Background: an optimization exercise with open tools, aiming at small area and a short achievable clock period. Do not read the settings as production practice. Function was checked by simulation only, so behaviour that the tests miss may differ from the original.

==> 06-20: inputs <==
## fano_decoder
module fano_decoder#(
    parameter MAX_SH_W           = 256    
)(
    input                         clk,
    input                         reset_n,
    input                         i_vld,
    input [1                  :0] i_data,              
    input                         i_diff_en,
    input [7                  :0] i_delta_T,
    input [15                 :0] i_forward_step,
    output                        o_vld,
    output                        o_dec_sym
);
export LEC_CHECK = 0
export CAP_MARGIN = 20
export CORE_MARGIN = 2
export CORE_UTILIZATION = 40
export PLACE_DENSITY = 0.6
export SLEW_MARGIN = 20
create_clock -name core_clock -period 11.0 [get_ports {clk}]
run.sh (not shown) runs the stock make flow with config.mk's settings and CLKGATE_MAP_FILE= SYNTH_SCRIPT=/design/flow/synth_recipe.tcl, a recipe that flattens the netlist after the stock synthesis.
==> inputs of 12-06, as changes to 06-20 <==
--- a/flow/design.v
+++ b/flow/design.v
@@ -69,31 +69,44 @@
                       (in_vld || back_move)    ? (ptr_sat ? pointer : pointer + 8'd1) :
                       forward_move             ? pointer - 8'd1 : pointer;
 wire       k_neg    = (st_mc && ph == 4'd7) || (st_bm && ph == 4'd12);
 wire       k_pos    = st_bm && ph == 4'd11;
 always @(posedge clk) begin
     ridx <= ptr_next + {{7{k_neg}}, k_neg | k_pos};
 end
-wire [AW-1:0] rsel;
+wire [15:0] hi_r, lo_r;
 genvar gi;
 generate
-    for (gi = 0; gi < AW; gi = gi + 1) begin : g_sel
-        assign rsel[gi] = ridx == gi;
+    for (gi = 0; gi < 16; gi = gi + 1) begin : g_pre
+        assign hi_r[gi] = ridx[7:4] == gi;
+        assign lo_r[gi] = ridx[3:0] == gi;
     end
 endgenerate
+function automatic rd_f(input [255:0] x, input [15:0] h, input [15:0] l);
+    integer a, b;
+    reg g;
+    begin
+        rd_f = 1'b0;
+        for (a = 0; a < 16; a = a + 1) begin
+            g = 1'b0;
+            for (b = 0; b < 16; b = b + 1) g = g | (l[b] & x[16*a+b]);
+            rd_f = rd_f | (h[a] & g);
+        end
+    end
+endfunction
 reg  [7:0] nrx;
 always @(posedge clk) begin
     if (!nlocal_rst)                 nrx <= 8'd0;
     else if (in_vld && nrx != SW[7:0]) nrx <= nrx + 8'd1;
 end
 wire rx_ok  = ridx < nrx;
-wire rd_d   = rx_ok & |(rsel[SW-1:0] & sh_d);
-wire rd_p   = rx_ok & |(rsel[SW-1:0] & sh_p);
-wire rd_a   = |(rsel & A);
-wire rd_top = |(rsel[PMAX-1:0] & decode_sh[MAX_SH_W-1:NW]);    
+wire rd_d   = rx_ok & rd_f({{(256-SW){1'b0}}, sh_d}, hi_r, lo_r);
+wire rd_p   = rx_ok & rd_f({{(256-SW){1'b0}}, sh_p}, hi_r, lo_r);
+wire rd_a   = rd_f({{(256-AW){1'b0}}, A}, hi_r, lo_r);
+wire rd_top = rd_f({{(256-PMAX){1'b0}}, decode_sh[MAX_SH_W-1:NW]}, hi_r, lo_r);    
 function automatic par0_f(input [NW-1:0] w);          
     integer k;
     begin
         par0_f = 1'b0;
         for (k = 1; k < 36; k = k + 1) par0_f = par0_f ^ (PMASK[k] & w[k-1]);
     end
 endfunction
@@ -180,29 +193,49 @@
 end
 always @(posedge clk) begin
     if (in_vld) begin
         sh_d <= {sh_d[SW-2:0], in_data[1]};
         sh_p <= {sh_p[SW-2:0], in_data[0]};
     end
 end
-wire [MAX_SH_W-1:0] wsel = {{(MAX_SH_W-AW+1){1'b0}}, rsel[AW-1:1]};   
-always @(posedge clk) begin
-    if (!nlocal_rst)
-        decode_sh <= {MAX_SH_W{1'b0}};
-    else if (in_vld)
-        decode_sh <= decode_sh << 1;
-    else if (forward_move)
-        decode_sh <= (decode_sh & ~wsel) | ({MAX_SH_W{sym}} & wsel);
-end
-wire a_wr = inverse_A | forward_move | A_bit_erase;
-always @(posedge clk) begin
-    if (!nlocal_rst || st_init) A <= {AW{1'b0}};
-    else if (in_vld)            A <= A << 1;
-    else if (a_wr)              A <= (A & ~rsel) | ({AW{inverse_A}} & rsel);
-end
+wire        clr_a  = !nlocal_rst || st_init;
+wire        a_wr   = inverse_A | forward_move | A_bit_erase;
+wire [15:0] hi_wa  = (hi_r & {16{a_wr}}) | {16{clr_a}};
+wire [15:0] lo_wa  = lo_r | {16{clr_a}};
+wire        a_dat  = inverse_A & !clr_a;
+wire        a_sh   = in_vld & !st_init;
+wire        clr_d  = !nlocal_rst;
+wire [15:0] hi_wd  = (hi_r & {16{forward_move}}) | {16{clr_d}};
+wire [15:0] lo_wd  = lo_r | {16{clr_d}};
+wire        d_dat  = sym & !clr_d;
+always @(posedge clk) begin
+    if (in_vld) decode_sh[0] <= 1'b0;
+    else if (hi_wd[0] & lo_wd[1]) decode_sh[0] <= d_dat;        
+end
+generate
+    for (gi = 1; gi < MAX_SH_W; gi = gi + 1) begin : g_dec
+        if (gi < PMAX) begin : g_w
+            always @(posedge clk) begin
+                if (in_vld)                                        decode_sh[gi] <= decode_sh[gi-1];
+                else if (hi_wd[(gi+1)/16] & lo_wd[(gi+1)%16])    decode_sh[gi] <= d_dat;
+            end
+        end else begin : g_nw
+            always @(posedge clk) begin
+                if (in_vld)      decode_sh[gi] <= decode_sh[gi-1];
+                else if (clr_d)  decode_sh[gi] <= 1'b0;
+            end
+        end
+    end
+    for (gi = 0; gi < AW; gi = gi + 1) begin : g_a
+        always @(posedge clk) begin
+            if (a_sh)                              A[gi] <= (gi == 0) ? 1'b0 : A[(gi == 0) ? 0 : gi-1];
+            else if (hi_wa[gi/16] & lo_wa[gi%16])  A[gi] <= a_dat;
+        end
+    end
+endgenerate
 always @(posedge clk) begin
     if (!nlocal_rst || st_init) W <= {NW{1'b0}};
     else if (in_vld) begin
         if (ptr_sat)            W <= {W[NW-2:0], decode_sh[PMAX-1]};
     end else if (back_move) begin
         if (!ptr_sat)           W <= {rd_top, W[NW-1:1]};
     end else if (forward_move)  W <= {W[NW-2:0], sym};
==> summary.txt <==
Run status
  – Run status: complete, no violations

Routing
  – WL met3: 19,200 µm
  – Met2 routed WL: 77,100 µm

Global routing
  – Grt met3 use: 5.70%

Final layout
  – Fillers: 12,200

Floorplan
  – Initial core utilization: between 40% and 50%

Hold path
  – Hold Path Sink: sh_d[0]

Timing
  – Tcrit/Tclk final: 45.6%
[end of results for 12-06]
==> summary.txt <==
Run status
  – Run status: complete, no violations

Routing
  – WL met3: roughly 31,000 µm

Floorplan
  – Initial core utilization: 40.3%

Global routing
  – Global-route wire length before repair: 340,000 µm

Logic synthesis
  – Syn Inst Count: 6,626

Timing
  – Tcrit/Tclk final: 49.0%

Final layout
  – Fillers: about 14,000
[end of results for 06-20]

what the ideal ports hide:
In the flow no input, the clock included, has a driving cell. The finished layouts below were timed again as built, in two steps.
Step 1 (the two cells are an assumption about what drives the block):
set clk [get_ports {clk}]
set_driving_cell -lib_cell sky130_fd_sc_hd__clkbuf_16 $clk
set_driving_cell -lib_cell sky130_fd_sc_hd__buf_2 [delete_from_list [all_inputs] $clk]
Step 2 adds t to the input delays and takes it off the output delays; t is the mean of the earliest and latest rising clock arrival at the registers after step 1. Input paths then give back, and output paths get back, about the clock's delay inside the block.
a / b / c = ideal ports / drivers / drivers and shift; a / b = the first two.
| run | t (ns) | setup WS [ns] | latest minus earliest clock arrival (ns) |
|---|---|---|---|
| 06-20 | 0.879 | 5.611 / 5.611 / 5.611 | 0.050 / 0.049 |
| 12-06 | 0.809 | 5.988 / 5.988 / 5.988 | 0.074 / 0.074 |
After both steps every run listed still meets setup and hold.
